What follows belongs to an exercise in optimizing a design on an open flow for small area and a short achievable clock period; a production flow would make more cautious choices. Function was checked by simulation only, so behaviour that the tests miss may differ from the original.

## flow/design.v (module list and top-level ports; edited modules follow where they fit)
// module bubble_sort: 900 lines
// module sort_mux16: 5 lines
// module sort_mux1: 3 lines
// module sort_inv: 3 lines
// module sort_inv16: 3 lines
// module sort_cmp: 26 lines
// module sort_xnor: 3 lines
// module sort_mux2i: 3 lines
// module sort_nand2: 3 lines
// module sort_nor2: 3 lines
module bubble_sort (
    input  logic         clk,
    input  logic         rst_n,
    input  logic         in_vld,
    input  logic [255:0] data_in,
    output logic         out_vld,
    output logic [255:0] data_o
);
  // ...
==> flow/flow/run.sh <==
#!/bin/bash
# The standard layout (standard.sh: the standard synthesis and ORFS steps
# unchanged), except that the buffer ORFS puts on every input and output port
# is a sky130_fd_sc_hd__buf_1 instead of the cell buffer_ports picks by default.
set -euo pipefail
bash standard.sh "BUFFER_PORTS_ARGS=-buffer_cell sky130_fd_sc_hd__buf_1" finish > standard.log 2>&1
==> flow/standard.sh <==
#!/bin/bash
# synth_recipe.tcl (not shown) runs the flow's synth.tcl, then flattens the netlist and writes it again
# the make line also repeats each setting of config.mk as NAME=value (left out here)
make -C /OpenROAD-flow-scripts/flow DESIGN_CONFIG=/design/flow/config.mk WORK_HOME=/design/flow/orfs CLKGATE_MAP_FILE= SYNTH_SCRIPT=/design/flow/synth_recipe.tcl "${@:-finish}"
==> flow/config.mk <==
export PLATFORM = sky130hd
export DESIGN_NAME = bubble_sort
export DESIGN_NICKNAME = bubble_sort
export VERILOG_FILES = /design/flow/design.v
export SDC_FILE = /design/flow/constraint.sdc
export NUM_CORES = 4
export LEC_CHECK = 0
export CAP_MARGIN = 20
export CORE_MARGIN = 2
export CORE_UTILIZATION = 50
export CTS_CLUSTER_DIAMETER = 120
export CTS_CLUSTER_SIZE = 30
export SLEW_MARGIN = 20
export SYNTH_HIERARCHICAL = 1
export SYNTH_MINIMUM_KEEP_SIZE = 0
==> flow/constraint.sdc <==
create_clock -name core_clock -period 45.0 [get_ports {clk}]
set_input_delay 9.0000 -clock core_clock [delete_from_list [all_inputs] [get_ports {clk}]]
set_output_delay 9.0000 -clock core_clock [all_outputs]
set_load 0.01 [all_outputs]
==> flow_metrics.py, run 1 <==
metrics = {
    "synth": {
        "synth-async-reset-ratio_pct": 0.382,
        "synth_top_area_share_pct": 32.1,
        "synth_fa_ha_area_share_pct": 0,
        "seq_area_frac_synth_pct": 32.2,
    },
    "status": {
        "outcome": "timing/DRC/antenna clean",
    },
    "global_routing": {
        "grtUsageTotal_pct": 37.0,
        "grt_pass1_vias": 44200,
        "grt_pass1_wl_mm": 281,
    },
    "critical_path": {
        "endpoint": "data_o[55]",
        "end_kind": "output port",
        "cp.depth": 1,
    },
    "final_layout": {
        "multi_input_area_share_pct": 58.7,
        "seq_cell_count": 785,
        "layout_common_cells": "o22ai_1 (1919), xnor2_1 (900), mux2i_1 (900)",
    },
    "placement": {
        "post-dp-hpwl_mm": 161,
        "placed_area_sq_um": 52500,
        "port_buffers": 515,
    },
    "clocking": {
        "cts_made_buffers": 31,
        "worstSkewPairLatency_ns": 0.67,
        "tritoncts": "yes",
    },
    "detailed_routing": {
        "drtIter0Drc": 5845,
        "dr_wl_met2_mm": 86.3,
        "wl_met1_mm": 78.8,
    },
    "sta": {
        "hold_ws_ns": 0.335,
        "drv_slew": 0,
        "max_freq_ghz": 0.0978,
    },
    "die": {
        "dieHeight_um": 317,
        "taps": 1276,
    },
    "min_path": {
        "min_from": "r1_15[9]",
        "holdCritPathClass": "reg2reg",
    },
}
==> run 2: changes to the inputs <==
--- a/flow/design.v
+++ b/flow/design.v
@@ -524,50 +524,32 @@
     sort_inv u_it_5_13_14 (.a(s_5_13_14), .y(t_5_13_14));
     logic snh_5_13_14, snl_5_13_14, sh_5_13_14, sl_5_13_14;
     sort_inv u_ih_5_13_14 (.a(s_5_13_14), .y(snh_5_13_14));
     sort_inv u_il_5_13_14 (.a(s_5_13_14), .y(snl_5_13_14));
     sort_inv u_jh_5_13_14 (.a(t_5_13_14), .y(sh_5_13_14));
     sort_inv u_jl_5_13_14 (.a(t_5_13_14), .y(sl_5_13_14));
     sort_mux16 u_h_5_13_14 (.a(lo_4_12_14), .b(hi_4_13_15), .s(sh_5_13_14), .sn(snh_5_13_14), .y(hi_5_13_14));
     sort_mux16 u_l_5_13_14 (.a(hi_4_13_15), .b(lo_4_12_14), .s(sl_5_13_14), .sn(snl_5_13_14), .y(lo_5_13_14));
-    logic s_6_1_4;
-    sort_cmp u_c_6_1_4 (.x(hi_5_4_6), .y(hi_5_1_2), .lt(s_6_1_4));
-    logic s_6_2_6;
-    sort_cmp u_c_6_2_6 (.x(lo_5_4_6), .y(lo_5_1_2), .lt(s_6_2_6));
-    logic s_6_5_8;
-    sort_cmp u_c_6_5_8 (.x(hi_5_8_10), .y(hi_5_5_7), .lt(s_6_5_8));
-    logic s_6_7_10;
-    sort_cmp u_c_6_7_10 (.x(lo_5_8_10), .y(lo_5_5_7), .lt(s_6_7_10));
-    logic s_6_9_13;
-    sort_cmp u_c_6_9_13 (.x(hi_5_13_14), .y(hi_5_9_11), .lt(s_6_9_13));
-    logic s_6_11_14;
-    sort_cmp u_c_6_11_14 (.x(lo_5_13_14), .y(lo_5_9_11), .lt(s_6_11_14));
     logic [15:0] r1_0;
     logic [15:0] r1_1;
     logic [15:0] r1_2;
     logic [15:0] r1_3;
     logic [15:0] r1_4;
     logic [15:0] r1_5;
     logic [15:0] r1_6;
     logic [15:0] r1_7;
     logic [15:0] r1_8;
     logic [15:0] r1_9;
     logic [15:0] r1_10;
     logic [15:0] r1_11;
     logic [15:0] r1_12;
     logic [15:0] r1_13;
     logic [15:0] r1_14;
     logic [15:0] r1_15;
-    logic s_6_1_4_q;
-    logic s_6_2_6_q;
-    logic s_6_5_8_q;
-    logic s_6_7_10_q;
-    logic s_6_9_13_q;
-    logic s_6_11_14_q;
     always_ff @(posedge clk) begin
         r1_0 <= hi_4_0_2;
         r1_1 <= hi_5_1_2;
         r1_2 <= lo_5_1_2;
         r1_3 <= hi_5_3_12;
         r1_4 <= hi_5_4_6;
         r1_5 <= hi_5_5_7;
         r1_6 <= lo_5_4_6;
@@ -575,79 +557,85 @@
         r1_8 <= hi_5_8_10;
         r1_9 <= hi_5_9_11;
         r1_10 <= lo_5_8_10;
         r1_11 <= lo_5_9_11;
         r1_12 <= lo_5_3_12;
         r1_13 <= hi_5_13_14;
         r1_14 <= lo_5_13_14;
         r1_15 <= lo_4_13_15;
-        s_6_1_4_q <= s_6_1_4;
-        s_6_2_6_q <= s_6_2_6;
-        s_6_5_8_q <= s_6_5_8;
-        s_6_7_10_q <= s_6_7_10;
-        s_6_9_13_q <= s_6_9_13;
-        s_6_11_14_q <= s_6_11_14;
     end
+    logic s_6_1_4;
+    sort_cmp u_c_6_1_4 (.x(r1_4), .y(r1_1), .lt(s_6_1_4));
+    logic s_6_2_6;
+    sort_cmp u_c_6_2_6 (.x(r1_6), .y(r1_2), .lt(s_6_2_6));
+    logic s_6_5_8;
+    sort_cmp u_c_6_5_8 (.x(r1_8), .y(r1_5), .lt(s_6_5_8));
+    logic s_6_7_10;
+    sort_cmp u_c_6_7_10 (.x(r1_10), .y(r1_7), .lt(s_6_7_10));
+    logic s_6_9_13;
+    sort_cmp u_c_6_9_13 (.x(r1_13), .y(r1_9), .lt(s_6_9_13));
+    logic s_6_11_14;
+    sort_cmp u_c_6_11_14 (.x(r1_14), .y(r1_11), .lt(s_6_11_14));
     logic [15:0] hi_6_1_4, lo_6_1_4;
     logic t_6_1_4;
-    sort_inv u_it_6_1_4 (.a(s_6_1_4_q), .y(t_6_1_4));
+    sort_inv u_it_6_1_4 (.a(s_6_1_4), .y(t_6_1_4));
     logic snh_6_1_4, snl_6_1_4, sh_6_1_4, sl_6_1_4;
-    sort_inv u_ih_6_1_4 (.a(s_6_1_4_q), .y(snh_6_1_4));
-    sort_inv u_il_6_1_4 (.a(s_6_1_4_q), .y(snl_6_1_4));
+    sort_inv u_ih_6_1_4 (.a(s_6_1_4), .y(snh_6_1_4));
+    sort_inv u_il_6_1_4 (.a(s_6_1_4), .y(snl_6_1_4));
     sort_inv u_jh_6_1_4 (.a(t_6_1_4), .y(sh_6_1_4));
     sort_inv u_jl_6_1_4 (.a(t_6_1_4), .y(sl_6_1_4));
     sort_mux16 u_h_6_1_4 (.a(r1_4), .b(r1_1), .s(sh_6_1_4), .sn(snh_6_1_4), .y(hi_6_1_4));
     sort_mux16 u_l_6_1_4 (.a(r1_1), .b(r1_4), .s(sl_6_1_4), .sn(snl_6_1_4), .y(lo_6_1_4));
     logic [15:0] hi_6_2_6, lo_6_2_6;
     logic t_6_2_6;
-    sort_inv u_it_6_2_6 (.a(s_6_2_6_q), .y(t_6_2_6));
+    sort_inv u_it_6_2_6 (.a(s_6_2_6), .y(t_6_2_6));
     logic snh_6_2_6, snl_6_2_6, sh_6_2_6, sl_6_2_6;
-    sort_inv u_ih_6_2_6 (.a(s_6_2_6_q), .y(snh_6_2_6));
-    sort_inv u_il_6_2_6 (.a(s_6_2_6_q), .y(snl_6_2_6));
+    sort_inv u_ih_6_2_6 (.a(s_6_2_6), .y(snh_6_2_6));
+    sort_inv u_il_6_2_6 (.a(s_6_2_6), .y(snl_6_2_6));
     sort_inv u_jh_6_2_6 (.a(t_6_2_6), .y(sh_6_2_6));
     sort_inv u_jl_6_2_6 (.a(t_6_2_6), .y(sl_6_2_6));
     sort_mux16 u_h_6_2_6 (.a(r1_6), .b(r1_2), .s(sh_6_2_6), .sn(snh_6_2_6), .y(hi_6_2_6));
     sort_mux16 u_l_6_2_6 (.a(r1_2), .b(r1_6), .s(sl_6_2_6), .sn(snl_6_2_6), .y(lo_6_2_6));
     logic [15:0] hi_6_5_8, lo_6_5_8;
     logic t_6_5_8;
-    sort_inv u_it_6_5_8 (.a(s_6_5_8_q), .y(t_6_5_8));
+    sort_inv u_it_6_5_8 (.a(s_6_5_8), .y(t_6_5_8));
     logic snh_6_5_8, snl_6_5_8, sh_6_5_8, sl_6_5_8;
-    sort_inv u_ih_6_5_8 (.a(s_6_5_8_q), .y(snh_6_5_8));
-    sort_inv u_il_6_5_8 (.a(s_6_5_8_q), .y(snl_6_5_8));
+    sort_inv u_ih_6_5_8 (.a(s_6_5_8), .y(snh_6_5_8));
+    sort_inv u_il_6_5_8 (.a(s_6_5_8), .y(snl_6_5_8));
     sort_inv u_jh_6_5_8 (.a(t_6_5_8), .y(sh_6_5_8));
     sort_inv u_jl_6_5_8 (.a(t_6_5_8), .y(sl_6_5_8));
     sort_mux16 u_h_6_5_8 (.a(r1_8), .b(r1_5), .s(sh_6_5_8), .sn(snh_6_5_8), .y(hi_6_5_8));
     sort_mux16 u_l_6_5_8 (.a(r1_5), .b(r1_8), .s(sl_6_5_8), .sn(snl_6_5_8), .y(lo_6_5_8));
     logic [15:0] hi_6_7_10, lo_6_7_10;
     logic t_6_7_10;
-    sort_inv u_it_6_7_10 (.a(s_6_7_10_q), .y(t_6_7_10));
+    sort_inv u_it_6_7_10 (.a(s_6_7_10), .y(t_6_7_10));
     logic snh_6_7_10, snl_6_7_10, sh_6_7_10, sl_6_7_10;
-    sort_inv u_ih_6_7_10 (.a(s_6_7_10_q), .y(snh_6_7_10));
-    sort_inv u_il_6_7_10 (.a(s_6_7_10_q), .y(snl_6_7_10));
+    sort_inv u_ih_6_7_10 (.a(s_6_7_10), .y(snh_6_7_10));
+    sort_inv u_il_6_7_10 (.a(s_6_7_10), .y(snl_6_7_10));
     sort_inv u_jh_6_7_10 (.a(t_6_7_10), .y(sh_6_7_10));
     sort_inv u_jl_6_7_10 (.a(t_6_7_10), .y(sl_6_7_10));
     sort_mux16 u_h_6_7_10 (.a(r1_10), .b(r1_7), .s(sh_6_7_10), .sn(snh_6_7_10), .y(hi_6_7_10));
     sort_mux16 u_l_6_7_10 (.a(r1_7), .b(r1_10), .s(sl_6_7_10), .sn(snl_6_7_10), .y(lo_6_7_10));
     logic [15:0] hi_6_9_13, lo_6_9_13;
     logic t_6_9_13;
-    sort_inv u_it_6_9_13 (.a(s_6_9_13_q), .y(t_6_9_13));
+    sort_inv u_it_6_9_13 (.a(s_6_9_13), .y(t_6_9_13));
     logic snh_6_9_13, snl_6_9_13, sh_6_9_13, sl_6_9_13;
-    sort_inv u_ih_6_9_13 (.a(s_6_9_13_q), .y(snh_6_9_13));
-    sort_inv u_il_6_9_13 (.a(s_6_9_13_q), .y(snl_6_9_13));
+    sort_inv u_ih_6_9_13 (.a(s_6_9_13), .y(snh_6_9_13));
+    sort_inv u_il_6_9_13 (.a(s_6_9_13), .y(snl_6_9_13));
     sort_inv u_jh_6_9_13 (.a(t_6_9_13), .y(sh_6_9_13));
     sort_inv u_jl_6_9_13 (.a(t_6_9_13), .y(sl_6_9_13));
     sort_mux16 u_h_6_9_13 (.a(r1_13), .b(r1_9), .s(sh_6_9_13), .sn(snh_6_9_13), .y(hi_6_9_13));
     sort_mux16 u_l_6_9_13 (.a(r1_9), .b(r1_13), .s(sl_6_9_13), .sn(snl_6_9_13), .y(lo_6_9_13));
     logic [15:0] hi_6_11_14, lo_6_11_14;
     logic t_6_11_14;
-    sort_inv u_it_6_11_14 (.a(s_6_11_14_q), .y(t_6_11_14));
+    sort_inv u_it_6_11_14 (.a(s_6_11_14), .y(t_6_11_14));
     logic snh_6_11_14, snl_6_11_14, sh_6_11_14, sl_6_11_14;
-    sort_inv u_ih_6_11_14 (.a(s_6_11_14_q), .y(snh_6_11_14));
-    sort_inv u_il_6_11_14 (.a(s_6_11_14_q), .y(snl_6_11_14));
+    sort_inv u_ih_6_11_14 (.a(s_6_11_14), .y(snh_6_11_14));
+    sort_inv u_il_6_11_14 (.a(s_6_11_14), .y(snl_6_11_14));
     sort_inv u_jh_6_11_14 (.a(t_6_11_14), .y(sh_6_11_14));
     sort_inv u_jl_6_11_14 (.a(t_6_11_14), .y(sl_6_11_14));
     sort_mux16 u_h_6_11_14 (.a(r1_14), .b(r1_11), .s(sh_6_11_14), .sn(snh_6_11_14), .y(hi_6_11_14));
     sort_mux16 u_l_6_11_14 (.a(r1_11), .b(r1_14), .s(sl_6_11_14), .sn(snl_6_11_14), .y(lo_6_11_14));
     logic s_7_2_4;
     sort_cmp u_c_7_2_4 (.x(hi_6_2_6), .y(lo_6_1_4), .lt(s_7_2_4));
     logic [15:0] iv0;
     sort_inv16 u_iv0 (.a(lo_6_2_6), .y(iv0));
==> run 2 against run 1 <==
Register-to-register slack better by 0.39 ns. Clock-buffer cell count down 2. Sequential share of layout area is 0.10 points lower. Critical path type unchanged. Highest routed layer is now met5.
==> flow_metrics.py, run 2 <==
metrics = {
    "die": {
        "die-area_sq_um": 99900,
        "core_area_sq_um": 96600,
        "pin_count": 516,
        "die-width_um": 316,
        "start_util_pct": 50.4,
        "rows": 114,
        "dieHeight_um": 316,
    },
    "status": {
        "outcome": "timing/DRC/antenna clean",
    },
    "critical_path": {
        "cp_num_buf_inv": 1,
        "criticalPathCategory": "reg2out",
        "cp_max_fo": 1,
        "path_delay_family": "flip-flops",
        "cp.required_ns": 36.00,
        "r2r_slack_ns": 35.67,
        "path_cells": "buf_1",
        "critPathSlowestCell": "dfxtp_1",
        "cpPeakStageDelay_ns": 0.36,
        "critPathArrivalTime_ns": 1.23,
        "start_kind": "register",
        "end_kind": "output port",
    },
    "clocking": {
        "clock_sinks": 779,
        "cts_made_buffers": 30,
        "clk_pin_slew_ns": 0.11,
        "cts_max_path_buffers": 3,
        "cts-resized-gates": 0,
        "htreeDepth": 1,
        "cts_hold_buf": 0,
        "tritoncts": "yes",
        "cts-root-buf": "clkbuf_16",
        "worstSkewPairLatency_ns": 0.70,
        "cts_setup_buffers": 0,
    },
    "detailed_routing": {
        "drtIter0Drc": 6336,
        "vias": 48800,
        "drtPass1Iterations": 7,
        "wirelength_mm": 193,
        "ant_nets": 0,
        "wl_per_cell_um": 25.9,
        "routed_via_density": 6.54,
        "drcViolationCount": 0,
    },
    "synth": {
        "yosys_warnings": 7,
        "seq_area_frac_synth_pct": 32.0,
        "synth_most_common_cell": "o22ai_1",
        "synth-async-reset-ratio_pct": 0.385,
        "synth.avg_cell_area_sq_um": 8.67,
        "synth_top_area_share_pct": 31.9,
        "netlist_area_sq_um": 48700,
        "synthCells": 5619,
        "synth.largest_area_cell": "dfxtp_1",
        "synth-edff-count": 0,
        "synth.area.top_cells": "dfxtp_1 (32%), o22ai_1 (25%), mux2i_1 (18%)",
        "ys_ff_latch": 779,
        "ys.flop_type": "dfxtp_1",
        "synth_common_cells": "o22ai_1 (1920), mux2i_1 (900), xnor2_1 (900), dfxtp_1 (776), nand2_1 (480)",
        "netlist-cell-type-count": 8,
        "syn_nets": 5878,
    },
    "sta": {
        "fin_crit_ns": 10.23,
        "slew_headroom_pct": 9.72,
        "hold_viol_final": 0,
        "period_share_pct": 22.7,
        "rsz0062_at_grt": "no",
        "drv_slew": 0,
        "worstMarginPinSlew_ns": 1.35,
        "setup_tns_ns": 0,
        "setup_viol": 0,
        "max_freq_ghz": 0.0977,
        "fin_skew_ns": 0.0344,
    },
    "final_layout": {
        "layout_common_cells": "o22ai_1 (1919), xnor2_1 (900), mux2i_1 (900)",
        "antenna_cells": 0,
        "drive_above_1_share_pct": 0.857,
        "layout_commonest_cell": "o22ai_1",
        "design_area_sq_um": 53200,
        "syn2layout_area_growth_pct": 9.21,
        "fin_nets": 6443,
    },
    "global_routing": {
        "antenna_found_initial": 1,
        "grtUsageTotal_pct": 36.3,
        "grt_pass1_vias": 43200,
        "grt_pass1_wl_mm": 276,
        "grt_max_degree": 32,
        "grt_overflow_total": 0,
    },
    "flow_run": {
        "max_cap_viol_count": 0,
    },
    "placement": {
        "placed_area_sq_um": 52400,
        "port_buffers": 515,
        "routabilityCongestion": 1.12,
        "post-dp-hpwl_mm": 158,
    },
    "min_path": {
        "holdCritPathClass": "reg2reg",
    },
}
-- run 2: cell families after synthesis --
logic type | count (synthesis) | synth area share (%)
AOI/OAI and AO/OA | 1920 | 24.7
xor gates and xnor gates | 900 | 16.2
muxes | 900 | 18.5
DFF | 779 | 32.0
and+or+nand+nor | 660 | 5.09
buffers and inverters | 460 | 3.54
-- run 2: through the flow --
| step | util, % | cells | setup slack [ns] | hold slack, ns |
|---|---|---|---|---|
| global route | 55.1 | 7463 | 34.70 | 0.317 |
| detailed placement | 54.2 | 7428 | 34.85 | 0.312 |
| global placement | 54.2 | 7428 | 34.91 | 0.312 |
| floorplan | - | 5619 | 35.17 | 0.310 |
| CTS | 55.1 | 7463 | 34.72 | 0.315 |
| finish | 55.1 | 7463 | 34.77 | 0.319 |
-- run 2: final timing paths --
check | from | endpoint | depth (start not counted)
worst max-delay path | r2_4[1] | data_o[65] | 1
worst min-delay path | r1_0[10] | r2_0[10] | 0
worst max register to register | s_1_0_13_q | r1_12[11] | 35
worst min register to register | r1_0[10] | r2_0[10] | 0
max in group asynchronous | rst_n | vld_q[0] | 1
min in group asynchronous | rst_n | vld_q[2] | 1
-- run 2: area by class of cell --
class | count | area (sq um)
inverters | 460 | 1730
repair buffers | 533 | 2070
flip-flops and latches | 779 | 15600
clock buffers | 32 | 768
well taps | 1276 | 1600
fillers | 9300 | 43400
multi-input cells | 4380 | 31400
clock inverters | 3 | 47.5
-- run 2: routing by layer --
layer	global-route usage, %	wire (um)
met1	47.8	78400
met2	57.4	85700
met3	5.19	16600
met4	19.9	12200
met5	0	13
-- run 2: per-module statistics from Yosys (local to each module, per instance), a selection --
module | cells | flops+latches | cell area [sq um] | times used
sort_mux2i | 1 | 0 | 10.0 | 900
bubble_sort | 779 | 779 | 15600 | 1
sort_inv16 | 16 | 0 | 60.1 | 10
sort_inv | 1 | 0 | 3.75 | 300
sort_xnor | 1 | 0 | 8.76 | 900
sort_mux1 | 1 | 0 | 6.26 | 1920
sort_nand2 | 1 | 0 | 3.75 | 480
==> run 3: changes to the inputs <==
--- a/flow/config.mk
+++ b/flow/config.mk
@@ -7,7 +7,7 @@
 export LEC_CHECK = 0
 export CAP_MARGIN = 20
 export CORE_MARGIN = 2
-export CORE_UTILIZATION = 50
+export CORE_UTILIZATION = 60
 export CTS_CLUSTER_DIAMETER = 120
 export CTS_CLUSTER_SIZE = 30
 export SLEW_MARGIN = 20
==> run 3 against run 2 <==
Still clean on timing, DRC and antenna. Sequential share of layout area rose by 0.20 points. Maximum frequency rose by 0.21%. Final cell count fell by 3.1%. Register-to-register slack improved by 0.18 ns. Die area fell by 16%. Via count rose by 2.1%. Utilization rose by 11 points. Synthesized cell count did not move. Global-route usage rose by 5.8 points. Clock-buffer cell count did not move. Critical endpoint is now data_o[215]. Largest cell class unchanged. Highest routed layer is now met4.
==> flow_metrics.py, run 3 <==
metrics = {
    "critical_path": {
        "cp_num_buf_inv": 1,
        "critPathSlowestCell": "dfxtp_1",
        "path_cells": "buf_1",
        "cp.required_ns": 36.00,
        "path_delay_family": "flip-flops",
        "start_kind": "register",
        "criticalPathCategory": "reg2out",
        "critPathArrivalTime_ns": 1.21,
        "end_kind": "output port",
        "cp_max_fo": 1,
        "cpPeakStageDelay_ns": 0.36,
    },
    "final_layout": {
        "layout_commonest_cell": "o22ai_1",
        "antenna_cells": 0,
        "fin_util_pct": 65.7,
        "syn2layout_area_growth_pct": 8.48,
        "fin_nets": 6429,
        "instances_no_fill": 7232,
        "design_area_sq_um": 52800,
        "layout_common_cells": "o22ai_1 (1916), xnor2_1 (900), mux2i_1 (900)",
        "fillCellCount": 6955,
        "drive_above_1_share_pct": 0.664,
    },
    "detailed_routing": {
        "wl_per_cell_um": 25.9,
        "routed_via_density": 6.89,
        "drcViolationCount": 0,
        "wirelength_mm": 187,
        "vias": 49800,
        "drtIter0Drc": 7286,
        "ant_nets": 0,
        "drtPass1Iterations": 9,
    },
    "synth": {
        "synthCells": 5619,
        "seq_area_frac_synth_pct": 32.0,
        "synth.largest_area_cell": "dfxtp_1",
        "netlist_area_sq_um": 48700,
        "synth_top_area_share_pct": 31.9,
        "synth_most_common_cell": "o22ai_1",
        "synth-async-reset-ratio_pct": 0.385,
        "synth_xor_xnor_area_share_pct": 16.2,
        "synth_compound_area_share_pct": 24.7,
        "synth_top_family_by_area": "compound AO/OA/AOI/OAI gates",
        "ys_ff_latch": 779,
        "synth-simple-area-share_pct": 5.09,
        "synth-edff-count": 0,
        "synth_fa_ha_area_share_pct": 0,
        "synth.area.mux_share_pct": 18.5,
        "netlist-cell-type-count": 8,
        "synth.avg_cell_area_sq_um": 8.67,
        "syn_nets": 5878,
        "synth.area.top_cells": "dfxtp_1 (32%), o22ai_1 (25%), mux2i_1 (18%)",
        "ys.flop_type": "dfxtp_1",
        "synth_common_cells": "o22ai_1 (1920), mux2i_1 (900), xnor2_1 (900), dfxtp_1 (776), nand2_1 (480)",
        "yosys_warnings": 7,
    },
    "die": {
        "rows": 104,
        "core_area_sq_um": 80400,
        "pin_count": 516,
        "die-area_sq_um": 83500,
        "dieHeight_um": 289,
        "die-width_um": 289,
        "start_util_pct": 60.6,
    },
    "clocking": {
        "cts-root-buf": "clkbuf_16",
        "tritoncts": "yes",
        "worstSkewPairLatency_ns": 0.68,
        "clock_sinks": 779,
        "clk_pin_slew_ns": 0.11,
        "htreeDepth": 1,
        "cts_setup_buffers": 0,
        "cts_max_path_buffers": 3,
        "cts_hold_buf": 0,
        "cts_made_buffers": 30,
        "cts-resized-gates": 0,
    },
    "placement": {
        "post-dp-hpwl_mm": 152,
        "placed_area_sq_um": 52000,
        "dp.cells": 7198,
        "routabilityCongestion": 1.15,
        "port_buffers": 515,
        "dp_slack_ns": 34.77,
    },
    "sta": {
        "worst_slack_ns": 34.79,
        "drv_slew": 0,
        "setup_viol": 0,
        "worstMarginPinSlew_ns": 1.31,
        "rsz0062_at_grt": "no",
        "max_freq_ghz": 0.0979,
        "slew_headroom_pct": 12.7,
        "hold_viol_final": 0,
        "period_share_pct": 22.7,
        "fin_skew_ns": 0.0717,
        "fin_crit_ns": 10.21,
        "setup_tns_ns": 0,
    },
    "global_routing": {
        "grt_max_degree": 32,
        "grt_pass1_wl_mm": 270,
        "grtUsageTotal_pct": 42.1,
        "grt_pass1_vias": 43800,
        "antenna_found_initial": 1,
        "grt_overflow_total": 0,
    },
    "flow_run": {
        "max_cap_viol_count": 0,
    },
    "status": {
        "outcome": "timing/DRC/antenna clean",
    },
    "min_path": {
        "holdCritPathClass": "reg2reg",
    },
}
run 3: cell counts after synthesis:
Identical to the previous run, type by type.
run 3: final cells by class:
cell class / instances / area (sq um) / share of cell area, %
Multi-Input combinational cell: 4380 / 31400 / 59.4
Sequential cell: 779 / 15600 / 29.5
Timing Repair Buffer: 519 / 1960 / 3.71
Inverter: 460 / 1730 / 3.27
Tap cell: 1060 / 1330 / 2.51
Clock buffer: 32 / 779 / 1.47
Clock inverter: 2 / 38.8 / 0.0734
run 3: metrics by stage:
stage          hold slack [ns]
3_3_place_gp             0.311
6_report                 0.295
5_1_grt                  0.315
2_1_floorplan            0.310
3_5_place_dp             0.312
4_1_cts                  0.304
run 3: modules after synthesis (local to each module, per instance), excerpt:
module       times used  area, sq um  cells  flops+latches
bubble_sort           1        15600    779            779
sort_inv            300         3.75      1              0
sort_inv16           10         60.1     16              0
sort_mux1          1920         6.26      1              0
sort_mux2i          900         10.0      1              0
sort_nand2          480         3.75      1              0
sort_nor2           180         3.75      1              0
sort_xnor           900         8.76      1              0
run 3: worst paths after layout:
path	to	start	slack, ns	cells after the start
min in group asynchronous	vld_q[2]	rst_n	8.10	1
worst max register to register	r1_3[8]	s_1_1_12_q	35.85	33
max in group asynchronous	vld_q[0]	rst_n	36.75	1
worst max-delay path	data_o[215]	r2_13[7]	34.79	1
worst min register to register	r2_0[0]	r1_0[0]	0.29	0
worst min-delay path	r2_0[0]	r1_0[0]	0.29	0
run 3: logic make-up after synthesis:
kind of cell | Yosys count
buffers and inverters | 460
AOI/OAI and AO/OA | 1920
xor gates and xnor gates | 900
DFF | 779
and+or+nand+nor | 660
muxes | 900
run 3: per-layer routing:
layer	GRT usage [%]	up-vias	wire, um
met5	0	-	0
met4	25.9	0	13700
met3	7.88	648	20700
met2	66.2	3479	82300
met1	53.5	23300	70500
li1	-	22500	-
==> run 4: changes to the inputs <==
--- a/flow/config.mk
+++ b/flow/config.mk
@@ -7,7 +7,7 @@
 export LEC_CHECK = 0
 export CAP_MARGIN = 20
 export CORE_MARGIN = 2
-export CORE_UTILIZATION = 60
+export CORE_UTILIZATION = 55
 export CTS_CLUSTER_DIAMETER = 120
 export CTS_CLUSTER_SIZE = 30
 export SLEW_MARGIN = 20
==> run 4 against run 3 <==
Critical endpoint is now data_o[49]. Highest routed layer unchanged. Sequential share of layout area down 0.098 points. Critical path depth is the same.
==> flow_metrics.py, run 4 <==
metrics = {
    "synth": {
        "ys_ff_latch": 779,
        "yosys_warnings": 7,
        "syn_nets": 5878,
        "synth.largest_area_cell": "dfxtp_1",
        "synth_top_family_by_area": "compound AO/OA/AOI/OAI gates",
        "synth_fa_ha_area_share_pct": 0,
        "synth.area.mux_share_pct": 18.5,
        "synth.avg_cell_area_sq_um": 8.67,
        "synth-async-reset-ratio_pct": 0.385,
        "netlist_area_sq_um": 48700,
        "synth.area.top_cells": "dfxtp_1 (32%), o22ai_1 (25%), mux2i_1 (18%)",
        "synth-simple-area-share_pct": 5.09,
        "synth_most_common_cell": "o22ai_1",
        "synth_xor_xnor_area_share_pct": 16.2,
        "synth_compound_area_share_pct": 24.7,
        "synth_common_cells": "o22ai_1 (1920), mux2i_1 (900), xnor2_1 (900), dfxtp_1 (776), nand2_1 (480)",
        "synth_top_area_share_pct": 31.9,
        "ys.flop_type": "dfxtp_1",
        "netlist-cell-type-count": 8,
        "synthCells": 5619,
        "synth-edff-count": 0,
        "seq_area_frac_synth_pct": 32.0,
    },
    "sta": {
        "setup_tns_ns": 0,
        "max_freq_ghz": 0.0981,
        "slew_headroom_pct": 13.3,
        "worstMarginPinSlew_ns": 1.30,
        "fin_skew_ns": 0.0356,
        "hold_viol_final": 0,
        "setup_viol": 0,
        "rsz0062_at_grt": "no",
        "period_share_pct": 22.7,
        "drv_slew": 0,
        "fin_crit_ns": 10.20,
    },
    "final_layout": {
        "syn2layout_area_growth_pct": 8.84,
        "multi_input_area_sq_um": 31400,
        "fin_nets": 6437,
        "layout_commonest_cell": "o22ai_1",
        "fin_util_pct": 60.2,
        "register_area_sq_um": 15600,
        "fillCellCount": 7950,
        "drive_above_1_share_pct": 0.776,
        "layout_common_cells": "o22ai_1 (1919), xnor2_1 (900), mux2i_1 (900)",
    },
    "clocking": {
        "worstSkewPairLatency_ns": 0.68,
        "cts_max_path_buffers": 3,
        "clk_pin_slew_ns": 0.11,
        "clock_sinks": 779,
        "cts-root-buf": "clkbuf_16",
        "cts_made_buffers": 30,
        "cts_setup_buffers": 0,
        "cts-resized-gates": 0,
        "tritoncts": "yes",
        "htreeDepth": 1,
        "cts_hold_buf": 0,
    },
    "detailed_routing": {
        "ant_nets": 0,
        "routed_via_density": 6.74,
        "drtIter0Drc": 6737,
        "wl_per_cell_um": 26.1,
        "drcViolationCount": 0,
        "drtPass1Iterations": 9,
        "vias": 49600,
        "wirelength_mm": 192,
    },
    "critical_path": {
        "cp_max_fo": 1,
        "path_cells": "buf_1",
        "critPathSlowestCell": "dfxtp_1",
        "crit_start": "r2_3[1]",
        "r2r-start": "s_1_1_12_q",
        "cp.required_ns": 36.00,
        "cpPeakStageDelay_ns": 0.36,
        "criticalPathCategory": "reg2out",
        "path_delay_family": "flip-flops",
        "cp_num_buf_inv": 1,
        "critPathArrivalTime_ns": 1.20,
        "start_kind": "register",
        "end_kind": "output port",
    },
    "placement": {
        "routabilityCongestion": 1.11,
        "post-dp-hpwl_mm": 157,
        "port_buffers": 515,
    },
    "status": {
        "outcome": "timing/DRC/antenna clean",
    },
    "die": {
        "dieHeight_um": 302,
        "rows": 109,
        "die-area_sq_um": 91000,
        "pin_count": 516,
        "start_util_pct": 55.3,
        "die-width_um": 302,
        "core_area_sq_um": 88100,
    },
    "global_routing": {
        "grt_pass1_vias": 43900,
        "grt_max_degree": 32,
        "grt_overflow_total": 0,
        "antenna_found_initial": 3,
        "grtUsageTotal_pct": 39.7,
        "grt_pass1_wl_mm": 276,
    },
    "flow_run": {
        "max_cap_viol_count": 0,
    },
    "min_path": {
        "min_from": "r1_15[6]",
        "holdCritPathClass": "reg2reg",
    },
}
[run 4: logic make-up after synthesis]
logic type      count (synthesis)
flops                         779
simple gates                  660
xor+xnor                      900
buf+inv                       460
compound gates               1920
mux                           900
[run 4: path summary, 6_finish.rpt]
kind,to,slack (ns),cells after the start
worst max-delay path,data_o[49],34.80,1
worst min-delay path,r2_15[6],0.34,0
min in group asynchronous,vld_q[0],8.10,1
worst max register to register,r1_3[12],35.69,35
worst min register to register,r2_15[6],0.34,0
max in group asynchronous,vld_q[2],36.76,1
[run 4: cell type report]
type,count,area share [%]
repair buffers,527,3.82
inverters,460,3.26
flip-flops and latches,779,29.4
diodes,1,0.00472
clock inverters,4,0.0731
clock buffers,32,1.47
well taps,1165,2.75
multi-input cells,4380,59.2
[run 4: layer usage]
| metal | share of wire, % | track usage (%) | vias up |
|---|---|---|---|
| met3 | 9.3 | 5.33 | 545 |
| li1 | - | - | 22500 |
| met1 | 39 | 51.2 | 23400 |
| met5 | 0 | 0 | - |
| met2 | 44 | 63.2 | 3080 |
| met4 | 7.1 | 24.0 | 0 |
[run 4: per-module statistics from Yosys, one instance, submodules excluded, a selection]
module | area (sq um) | copies in the design
sort_inv16 | 60.1 | 10
sort_inv | 3.75 | 300
sort_xnor | 8.76 | 900
bubble_sort | 15600 | 1
sort_nor2 | 3.75 | 180
sort_mux2i | 10.0 | 900
sort_mux1 | 6.26 | 1920
sort_nand2 | 3.75 | 480
[run 4: metrics by stage]
| step | hold slack [ns] | cell area [sq um] | cells | setup WS [ns] |
|---|---|---|---|---|
| floorplan | 0.310 | 48700 | 5619 | 35.17 |
| global placement | 0.311 | 52200 | 7311 | 34.84 |
| detailed placement | 0.312 | 52200 | 7311 | 34.79 |
| CTS | 0.337 | 53000 | 7347 | 34.77 |
| global route | 0.342 | 53000 | 7347 | 34.75 |
| finish | 0.336 | 53000 | 7348 | 34.80 |

[port drivers added, routing unchanged]
In the flow no input, the clock included, has a driving cell. The finished layouts below were timed again as built, in two steps.
Step 1 sets driving cells, clkbuf_16 on the clock port and buf_2 on the other inputs (assumed; they add their load-dependent delay and slew).
Step 2, shift: input delay + t, output delay - t, t = (earliest + latest rising clock arrival at the registers) / 2. This alone moves slack from input paths to output paths.
Slacks: no drivers / after step 1 / after step 2; pairs: no drivers / after step 1.
| run | shift t [ns] | setup WS [ns] | hold WS [ns] | worst setup path after step 2 | pins driven straight from the clock port |
|---|---|---|---|---|---|
| run 1 | 0.734 | 34.778 / 34.703 / 34.900 | 0.335 / 0.335 / 0.335 | input to register | 1 |
| run 2 | 0.764 | 34.768 / 34.692 / 34.857 | 0.319 / 0.319 / 0.319 | input to register | 1 |
| run 3 | 0.716 | 34.790 / 34.722 / 34.727 | 0.295 / 0.295 / 0.295 | input to register | 1 |
| run 4 | 0.743 | 34.803 / 34.724 / 34.764 | 0.336 / 0.336 / 0.336 | input to register | 1 |
After both steps every run listed still meets setup and hold. The setup slack of run 3, which loses most, moves by -0.068 ns with the drivers and by -0.063 ns with both steps.
